From an optimization exercise on the open Yosys and OpenROAD flow, aimed at small area and a short achievable clock period; shortcuts taken in it are not production practice. At most, simulation tests tie the RTL to the original design; equivalence was not proved. Function not checked in run 1: the RTL went through the layout flow alone. No activity file was given, so power comes from the tool's default toggle rates.

## flow/design.v (module list and top-level ports; edited modules follow where they fit)
// module SIMD: 856 lines
// module SIMD_fa: 4 lines
// module SIMD_ha: 4 lines
module SIMD(clk,rst,opcode,funct3,funct7,rd_data1,rd_data2,rd_data3,w_add,immed,instrc_add,wr_add,wr_data);
  // ...
==> flow/run.sh <==
#!/bin/bash
# synth_recipe.tcl (not shown) runs the flow's synth.tcl, then flattens the netlist and writes it again
# the make line also repeats each setting of config.mk as NAME=value (left out here)
make -C /OpenROAD-flow-scripts/flow DESIGN_CONFIG=/design/flow/config.mk WORK_HOME=/design/flow/orfs CLKGATE_MAP_FILE= SYNTH_SCRIPT=/design/flow/synth_recipe.tcl finish
==> flow/config.mk <==
export PLATFORM = sky130hd
export DESIGN_NAME = SIMD
export DESIGN_NICKNAME = SIMD
export VERILOG_FILES = /design/flow/design.v
export SDC_FILE = /design/flow/constraint.sdc
export NUM_CORES = 4
export LEC_CHECK = 0
export CAP_MARGIN = 20
export CORE_MARGIN = 2
export CORE_UTILIZATION = 60
export SETUP_SLACK_MARGIN = 4
export SLEW_MARGIN = 20
export SYNTH_HIERARCHICAL = 1
export SYNTH_MINIMUM_KEEP_SIZE = 0
==> flow/constraint.sdc <==
create_clock -name core_clock -period 10.6 [get_ports {clk}]
set_input_delay 2.1200 -clock core_clock [delete_from_list [all_inputs] [get_ports {clk}]]
set_output_delay 2.1200 -clock core_clock [all_outputs]
set_load 0.01 [all_outputs]
==> flow_summary.json, run 1 <==
{
  "outcome": "finished clean",
  "min_delay_worst_endpoint": "pc[0]$_SDFF_PN0_",
  "p_clk_share_pct": 18.9,
  "yosysWarnings": 7,
  "sw_frac_of_total_pct": 42.9,
  "tns_ns": 0,
  "wl_met2_mm": 19.4,
  "synth.top_cells.by_area": "fa_1, dfxtp_1, ha_1",
  "seq_area_frac_synth_pct": 12.3,
  "place_area_um2": 14300,
  "p_leak_uw": 0.00728,
  "pwr-share-comb_pct": 57.6,
  "netlist_area_um2": 13000,
  "cts-root-buf": "clkbuf_16",
  "slew_headroom_pct": 24.0,
  "use_met2_pct": 61.6,
  "dr_wl_met3_mm": 6.39,
  "multi_input_area_share_pct": 72.2,
  "multi_input_cells": 1124,
  "grt_usage_pct": 40.6,
  "p_total_uw": 1780,
  "nNonClkBuffers": 188,
  "power_density_nw_per_um2": 111,
  "finClkSkew_ns": 0.000415,
  "async_reset_ff_share_pct": 0,
  "h-tree-depth": 3,
  "synth_top_family_by_area": "adder cells",
  "setup_viol": 0,
  "hp-start": "pc[0]$_SDFF_PN0_",
  "flops_and_latches": 80,
  "m1WireLength_mm": 16.8,
  "path_delay_family": "adder cells",
  "start_util_pct": 61.5,
  "reg2reg_slack_ns": 9.55
}
==> run 2, diff against run 1 <==
--- a/flow/design.v
+++ b/flow/design.v
@@ -52,18 +52,20 @@
 wire i_4_8 = s4 | s8;
 wire i_4_8_16 = s4 | s8 | s16;
 wire i_8 = s8;
 wire i_8_16 = s8 | s16;
 wire u0 = sub;
 wire u8 = sub & funct3[2];
 wire u16 = sub & ~funct3[0];
 wire [15:0] a = rd_data1;
-wire [4:0] sha = shr ? 5'd16 - {1'b0, k} : {1'b0, k};
-wire [15:0] bsh = (16'h0001 << sha[3:0]) & {16{~shz & ~ar}};
+wire [15:0] kd = 16'h0001 << k;
+wire shsel_l = ~ar & ~shz & ~(opcode[6] & opcode[5]);
+wire shsel_r = ~ar & ~shz & opcode[6] & opcode[5];
+wire [15:0] bsh = ({16{shsel_l}} & kd) | ({16{shsel_r}} & {kd[1], kd[2], kd[3], kd[4], kd[5], kd[6], kd[7], kd[8], kd[9], kd[10], kd[11], kd[12], kd[13], kd[14], kd[15], kd[0]});
 wire [15:0] lane1 = {3'b000, funct3[2], 3'b000, ~funct3[0], 3'b000, funct3[2], 4'b0001};
 wire [15:0] b = ({16{ar & bmul}} & rd_data2) | ({16{addsub}} & lane1) | bsh;
 wire [15:0] b8 = b & {16{~funct3[2] | ~ar}};
 wire [15:0] b16 = b & {16{funct3[0] | ~ar}};
 wire [15:0] csrc = ({16{ar & opcode[6]}} & rd_data3) | ({16{addsub}} & (rd_data2 ^ {16{funct7[5]}}));
 wire [31:0] cc = {4'h0,
                   csrc[15:12] & {4{funct3[2]}},
                   csrc[15:12] & {4{funct3[1]}},
==> run 2 against run 1 <==
  * Clock skew increased by 0.0034 ns
  * Critical path type unchanged
  * Combinational power about the same
  * Die area down 0.70%
  * Area after synthesis decreased by 0.71%
  * Sequential share of layout area rose by 0.40 points
  * Still clean on timing, DRC and antenna
  * Hold slack better by 0.023 ns
  * Wire length increased by 1.8%
  * Total power shrank 3.6%
  * Register-to-register slack about the same
  * Critical endpoint is now rx[15]$_DFF_P_
  * Via count is 0.72% lower
==> flow_summary.json, run 2 <==
{
  "crit_path_max_fanout": 6,
  "outcome": "finished clean",
  "rsz0062_at_grt": "true",
  "fp-row-count": 53,
  "fin_nets": 1870,
  "fmaxAchievable_ghz": 0.152,
  "fin_area_um2": 15500,
  "critical_path_class": "in -> reg",
  "hpwl_mm": 34.1,
  "r2r_cells": 4,
  "tns_ns": 0,
  "slowest_delay_ns": 0.60,
  "synth_top_area_share_pct": 39.2,
  "path_depth": 17,
  "diodes": 0,
  "final_common_cell": "fa_1",
  "gp_congestion": 0.976,
  "worst_slew_pin_slew_ns": 0.969,
  "core_area_um2": 21000,
  "grt_pass1_vias": 11600,
  "grt_max_degree": 54,
  "finClkSkew_ns": 0.00385,
  "area_growth_pct": 20.1,
  "synth.most_common_cell": "fa_1",
  "path_delay_family": "adder cells",
  "startpoint_type": "input pin",
  "start_util_pct": 61.3,
  "pin_count": 112,
  "period_needed_ns": 6.59,
  "cts_buffer_depth": 2,
  "filler_cell_count": 1580,
  "m1WireLength_mm": 16.9,
  "async_reset_ff_share_pct": 0,
  "cap_violations": 0,
  "hold_depth": 1,
  "power_density_nw_per_um2": 111,
  "cts-root-buf": "clkbuf_16",
  "synth.ff_latch_count": 80,
  "wl_per_cell_um": 26.5,
  "antenna_found_initial": 1,
  "grt_first_pass_wirelength_mm": 67.5,
  "path_common_cell": "fa_2",
  "dr_wl_met3_mm": 5.83,
  "cp-end-kind": "flop",
  "tritoncts": "yes",
  "yosys.area.top_type": "fa_1",
  "slew_headroom_pct": 35.3,
  "antenna_left": 0,
  "cts_sinks": 80,
  "vias": 11400,
  "syn_inst": 1325,
  "worstPathArrival_ns": 6.78,
  "die_w_um": 150,
  "portBuffers": 109,
  "die_h_um": 150,
  "reg.largest.list": "rx: 32 flops, ry: 32 flops, rsel: 6 flops",
  "required_ns": 10.79,
  "grt_usage_pct": 41.3,
  "slew_viol_final": 0,
  "dr.max_layer_used": "met5",
  "worstHoldPathType": "reg -> reg",
  "synth_edf_count": 0,
  "crit_slowest_cell": "fa_2",
  "grt_overflow_total": 0,
  "p_leak_uw": 0.00717,
  "place_area_um2": 14200,
  "setup_viol": 0,
  "post_synth.cell_area_avg_um2": 9.72,
  "ys.flop_type": "dfxtp_1",
  "ys_top_cells_by_count": "fa_1, nor2_1, ha_1",
  "clk_latency_ns": 0.35,
  "drt-total-wl_mm": 45.8,
  "seq_area_frac_synth_pct": 12.4,
  "multi_input_area_um2": 11300,
  "seqCellArea_um2": 1600,
  "crit_buf_inv": 4,
  "synth.top_cells.by_area": "fa_1, dfxtp_1, ha_1",
  "drc": 0,
  "finalHoldViolCount": 0,
  "wl_met2_mm": 20.2,
  "peakVddDrop_mv": 0.0913,
  "die-area_um2": 22600,
  "path_cells": "dlygate4sd2_1 > nor4_4 > buf_4 > nand3_4 > nor4b_4 > buf_4 > a222oi_1 > buf_4 > nor3_4 > fa_2 > fa_2 > fa_1 > fa_2 > fa_2 > ha_1 > a221oi_2 > o21ai_1",
  "period_share_pct": 62.2,
  "layout_common_cells": "fa_1, nor2_1, clkdlybuf4s50_1",
  "tritoncts.num_buffers": 9,
  "yosysWarnings": 7,
  "netlist_area_um2": 12900,
  "clkTransAtPathRegs_ns": 0.06,
  "drtIter0Drc": 1111,
  "drive_gt1_share_pct": 15.3,
  "viasPerCell": 6.58,
  "yosysUniqueCellTypes": 79,
  "h-tree-depth": 3,
  "dr.pass1.iters": 5
}
[run 2: cell types whose count changed after synthesis, sizes merged, moves of 8 or more]
cell,change
and2,+22
nor2,-44
clkinv,+8
buf,-11
o21ai,-10
and3,+26
xnor2,+15
o221ai,-16
a221oi,+15
inv,-19
mux2i,-22
[run 2: per-stage QoR]
stage	utilization (%)	total power, µW	std cells	setup slack (ns)	hold slack (ns)
finish	73.6	1710	1729	4.01	0.494
global route	73.6	1800	1729	3.95	0.522
CTS	71.7	1660	1710	3.99	0.492
detailed placement	67.7	1340	1667	2.79	0.473
global placement	67.7	1320	1667	2.88	0.455
floorplan	-	995	1330	3.99	0.476
[run 2: cell type report]
class                   count  area share [%]
flip-flops and latches     80            10.4
multi-input cells        1108            72.8
clock buffers              11            1.57
well taps                 275            2.23
clock inverters             4           0.194
inverters                  76            2.08
repair buffers            175            10.8
[run 2: cells by family after synthesis]
family	after synthesis	synth area share, %
AOI/OAI and AO/OA	190	10.3
xor gates and xnor gates	92	6.26
adders and majority gates	336	47.3
buffers and inverters	142	4.44
DFF	80	12.4
muxes	5	0.389
other	1	0.0291
and+or+nand+nor	479	18.8
[run 2: worst paths after layout]
check / startpoint / endpoint / slack (ns)
worst max-delay path: immed[8] / rx[15]$_DFF_P_ / 4.01
worst min-delay path: pc[0]$_SDFF_PN0_ / pc[0]$_SDFF_PN0_ / 0.49
worst max register to register: pc[0]$_SDFF_PN0_ / pc[4]$_SDFF_PN0_ / 9.56
worst min register to register: pc[0]$_SDFF_PN0_ / pc[0]$_SDFF_PN0_ / 0.49
[run 2: modules after synthesis, one instance, submodules excluded]
module,copies in the design,cells
SIMD_fa,238,1
SIMD,1,1066
SIMD_ha,21,1
[run 2: where the power goes]
part,switching [µW],internal [µW]
clock network,131,165
logic,586,405
registers,49.6,378
total,766,947
[run 2: repair_timing]
action	CTS	global route
buffers inserted	27	19
setup endpoints to repair	41	24
pin swaps	30	50
resized for setup	108	84
hold buffers	0	0
gates cloned	1	0
[run 2: layer usage]
layer  vias up  GRT usage, %
li1       4691             -
met1      5538          54.8
met2       911          62.9
met3       232          10.2
met4         2          22.0
met5         -             0
==> run 3, diff against run 2 <==
==> flow/flow/run.sh (new file) <==
#!/bin/bash
set -e
export BUFFER_PORTS_ARGS="-buffer_cell sky130_fd_sc_hd__buf_1"
bash standard.sh > standard.log 2>&1
==> flow/standard.sh (new file) <==
#!/bin/bash
# synth_recipe.tcl (not shown) runs the flow's synth.tcl, then flattens the netlist and writes it again
# the make line also repeats each setting of config.mk as NAME=value (left out here)
make -C /OpenROAD-flow-scripts/flow DESIGN_CONFIG=/design/flow/config.mk WORK_HOME=/design/flow/orfs CLKGATE_MAP_FILE= SYNTH_SCRIPT=/design/flow/synth_recipe.tcl "${@:-finish}"
removed: flow/run.sh
==> run 3 against run 2 <==
  * Core utilization shrank 5.5 points
  * Fmax increased by 0.53%
  * Wire length fell by 1.5%
  * Cell count decreased by 1.2%
  * Count of clock-buffer cells in the layout decreased by 2
==> flow_summary.json, run 3 <==
{
  "core_area_um2": 21000,
  "post_synth.cell_area_avg_um2": 9.72,
  "grtUsageMet1_pct": 54.4,
  "path_depth": 15,
  "clkTransAtPathRegs_ns": 0.08,
  "pin_count": 112,
  "path_delay_family": "adder cells",
  "slowest_delay_ns": 0.49,
  "filler_cell_count": 1762,
  "path_common_cell": "fa_1",
  "seqCellArea_um2": 1600,
  "slew_headroom_pct": 40.5,
  "vias": 11000,
  "hpwl_mm": 34.2,
  "h-tree-depth": 3,
  "power_density_nw_per_um2": 119,
  "fin_nets": 1847,
  "hold_depth": 1,
  "drtIter0Drc": 1216,
  "area_growth_pct": 11.1,
  "synth_edf_count": 0,
  "required_ns": 10.84,
  "use_met2_pct": 62.3,
  "p_total_uw": 1700,
  "synth_top_area_share_pct": 39.2,
  "syn_inst": 1325,
  "synth.ff_latch_count": 80,
  "grt_usage_pct": 41.0,
  "finalHoldViolCount": 0,
  "crit_slowest_cell": "fa_1",
  "tritoncts": "yes",
  "ys_top_cells_by_count": "fa_1, nor2_1, ha_1",
  "setup_viol": 0,
  "multi_input_area_um2": 11000,
  "drc": 0,
  "reg.largest.list": "rx: 32 flops, ry: 32 flops, rsel: 6 flops",
  "drive_gt1_share_pct": 9.36,
  "cts-root-buf": "clkbuf_16",
  "outcome": "finished clean",
  "worstHoldPathType": "reg -> reg",
  "clk_latency_ns": 0.36,
  "start_util_pct": 61.3,
  "rsz0062_at_grt": "true",
  "yosys.area.top_type": "fa_1",
  "antenna_left": 0,
  "cts_hold_buf": 0,
  "ys.flop_type": "dfxtp_1",
  "fmaxAchievable_ghz": 0.153,
  "critical_path_class": "in -> reg",
  "viasPerCell": 6.44,
  "r2r_cells": 4,
  "cts_buffer_depth": 2,
  "grt_pass1_vias": 10900,
  "dr.pass1.iters": 6,
  "cts_sinks": 80,
  "gp_congestion": 0.948,
  "synth.most_common_cell": "fa_1",
  "async_reset_ff_share_pct": 0,
  "cp-end-kind": "flop",
  "seq_area_frac_synth_pct": 12.4,
  "crit_path_max_fanout": 11,
  "drt-total-wl_mm": 45.1,
  "antenna_found_initial": 1,
  "fp-row-count": 53,
  "crit_buf_inv": 3,
  "grt_max_degree": 56,
  "yosysWarnings": 7,
  "yosysUniqueCellTypes": 79,
  "synth.top_cells.by_area": "fa_1, dfxtp_1, ha_1",
  "p_leak_uw": 0.00674,
  "tns_ns": 0,
  "peakVddDrop_mv": 0.0746,
  "layout_common_cells": "fa_1, nor2_1, buf_1",
  "final_common_cell": "fa_1",
  "worstPathArrival_ns": 6.79,
  "netlist_area_um2": 12900,
  "die_w_um": 150,
  "portBuffers": 109,
  "period_share_pct": 61.8,
  "grt_overflow_total": 0,
  "cap_violations": 0,
  "use_met3_pct": 11.2,
  "period_needed_ns": 6.55,
  "tritoncts.num_buffers": 9,
  "grt_busiest_layer": "met2",
  "path_cells": "buf_1 > nor4_4 > nand3_2 > buf_4 > nor2_1 > a222oi_1 > buf_4 > nor2_1 > fa_1 > fa_1 > fa_1 > fa_1 > fa_1 > fa_1 > fa_1",
  "slew_viol_final": 0,
  "grt_first_pass_wirelength_mm": 66.2,
  "finClkSkew_ns": 0.000553,
  "worst_slew_pin_slew_ns": 0.892,
  "die-area_um2": 22600,
  "startpoint_type": "input pin",
  "die_h_um": 150,
  "wl_per_cell_um": 26.4
}
==> run 3: cell counts after synthesis <==
Identical to the previous run, type by type.
==> run 3: repair_timing <==
item,CTS,global route
buffers inserted,17,2
pin swaps,4,4
resized for setup,19,34
endpoints found under the setup margin,30,21
endpoints found under the hold margin,0,0
cloned,0,0
==> run 3: cells by family (layout without fill, tap and decap cells) <==
kind of cell / after synthesis / after routing / synth area share, %
xor gates and xnor gates: 92 / 92 / 6.26
DFF: 80 / 80 / 12.4
and+or+nand+nor: 479 / 479 / 18.8
adders and majority gates: 336 / 336 / 47.3
AOI/OAI and AO/OA: 190 / 190 / 10.3
muxes: 5 / 5 / 0.389
buffers and inverters: 142 / 244 / 4.44
other: 1 / 7 / 0.0291
==> run 3: cell type report <==
| class | instances | share of cell area (%) |
|---|---|---|
| inverters | 76 | 2.04 |
| flip-flops and latches | 80 | 11.2 |
| multi-input cells | 1108 | 76.7 |
| diodes | 1 | 0.0175 |
| well taps | 275 | 2.41 |
| repair buffers | 152 | 5.43 |
| clock buffers | 9 | 1.57 |
| clock inverters | 7 | 0.595 |
==> run 3: per-stage QoR <==
stage	utilization [%]	setup slack [ns]	cell area, µm²	hold WS, ns	cells
6_report	68.0	4.05	14300	0.483	1708
5_1_grt	68.0	3.91	14300	0.511	1707
4_1_cts	67.2	4.00	14100	0.482	1705
3_5_place_dp	64.7	3.12	13600	0.467	1672
3_3_place_gp	64.7	3.19	13600	0.452	1672
2_1_floorplan	-	3.99	13000	0.476	1330
==> run 3: path summary, 6_finish.rpt <==
kind | start | to | slack, ns
min reg2reg | pc[0]$_SDFF_PN0_ | pc[0]$_SDFF_PN0_ | 0.48
min | pc[0]$_SDFF_PN0_ | pc[0]$_SDFF_PN0_ | 0.48
max | immed[8] | ry[20]$_DFF_P_ | 4.05
max reg2reg | pc[0]$_SDFF_PN0_ | pc[4]$_SDFF_PN0_ | 9.56
==> run 3: per-layer routing <==
layer | up-vias | share of wire (%)
li1 | 4640 | -
met1 | 5409 | 38
met2 | 801 | 45
met3 | 154 | 12
met4 | 0 | 4.8
met5 | - | 0
==> run 3: worst register-to-register path: stages (launching register included) <==
cell     delay, ns
dfxtp_1       0.38
ha_1          0.20
nand3_1       0.09
xnor2_1       0.13
and2_1        0.15
==> run 3: modules after synthesis, one instance, submodules excluded <==
module,cells inside,copies in the design
SIMD_fa,1,238
SIMD,1066,1
SIMD_ha,1,21
==> run 3: power breakdown <==
part | internal (µW) | total [µW] | switching, µW
logic | 361 | 932 | 571
registers | 378 | 430 | 52.6
clock network | 188 | 337 | 150

## re-timing with driven ports
Ports are ideal in the flow. The routed layouts listed here were re-timed in OpenROAD. Step 1 (the two cells are an assumption about what drives the block):
set clk [get_ports {clk}]
set_driving_cell -lib_cell sky130_fd_sc_hd__clkbuf_16 $clk
set_driving_cell -lib_cell sky130_fd_sc_hd__buf_2 [delete_from_list [all_inputs] $clk]
Step 2 also shifts input and output timing later by t, the mid clock arrival at the registers, as if the neighbouring blocks saw the same clock. Three values: ideal, step 1, step 2; two values: the first two.
run | t (ns) | setup WS [ns] | hold slack, ns | pins driven straight from the clock port
run 1 | 0.367 | 3.872 / 3.890 / 3.523 | 0.471 / 0.471 / 0.471 | 1
run 2 | 0.394 | 4.010 / 4.039 / 3.645 | 0.494 / 0.494 / 0.494 | 1
run 3 | 0.404 | 4.045 / 4.076 / 3.672 | 0.483 / 0.483 / 0.483 | 1
After both steps every run listed still meets setup and hold. For run 3, which loses most, drivers alone change the setup slack by +0.031 ns; drivers and shift together by -0.373 ns.
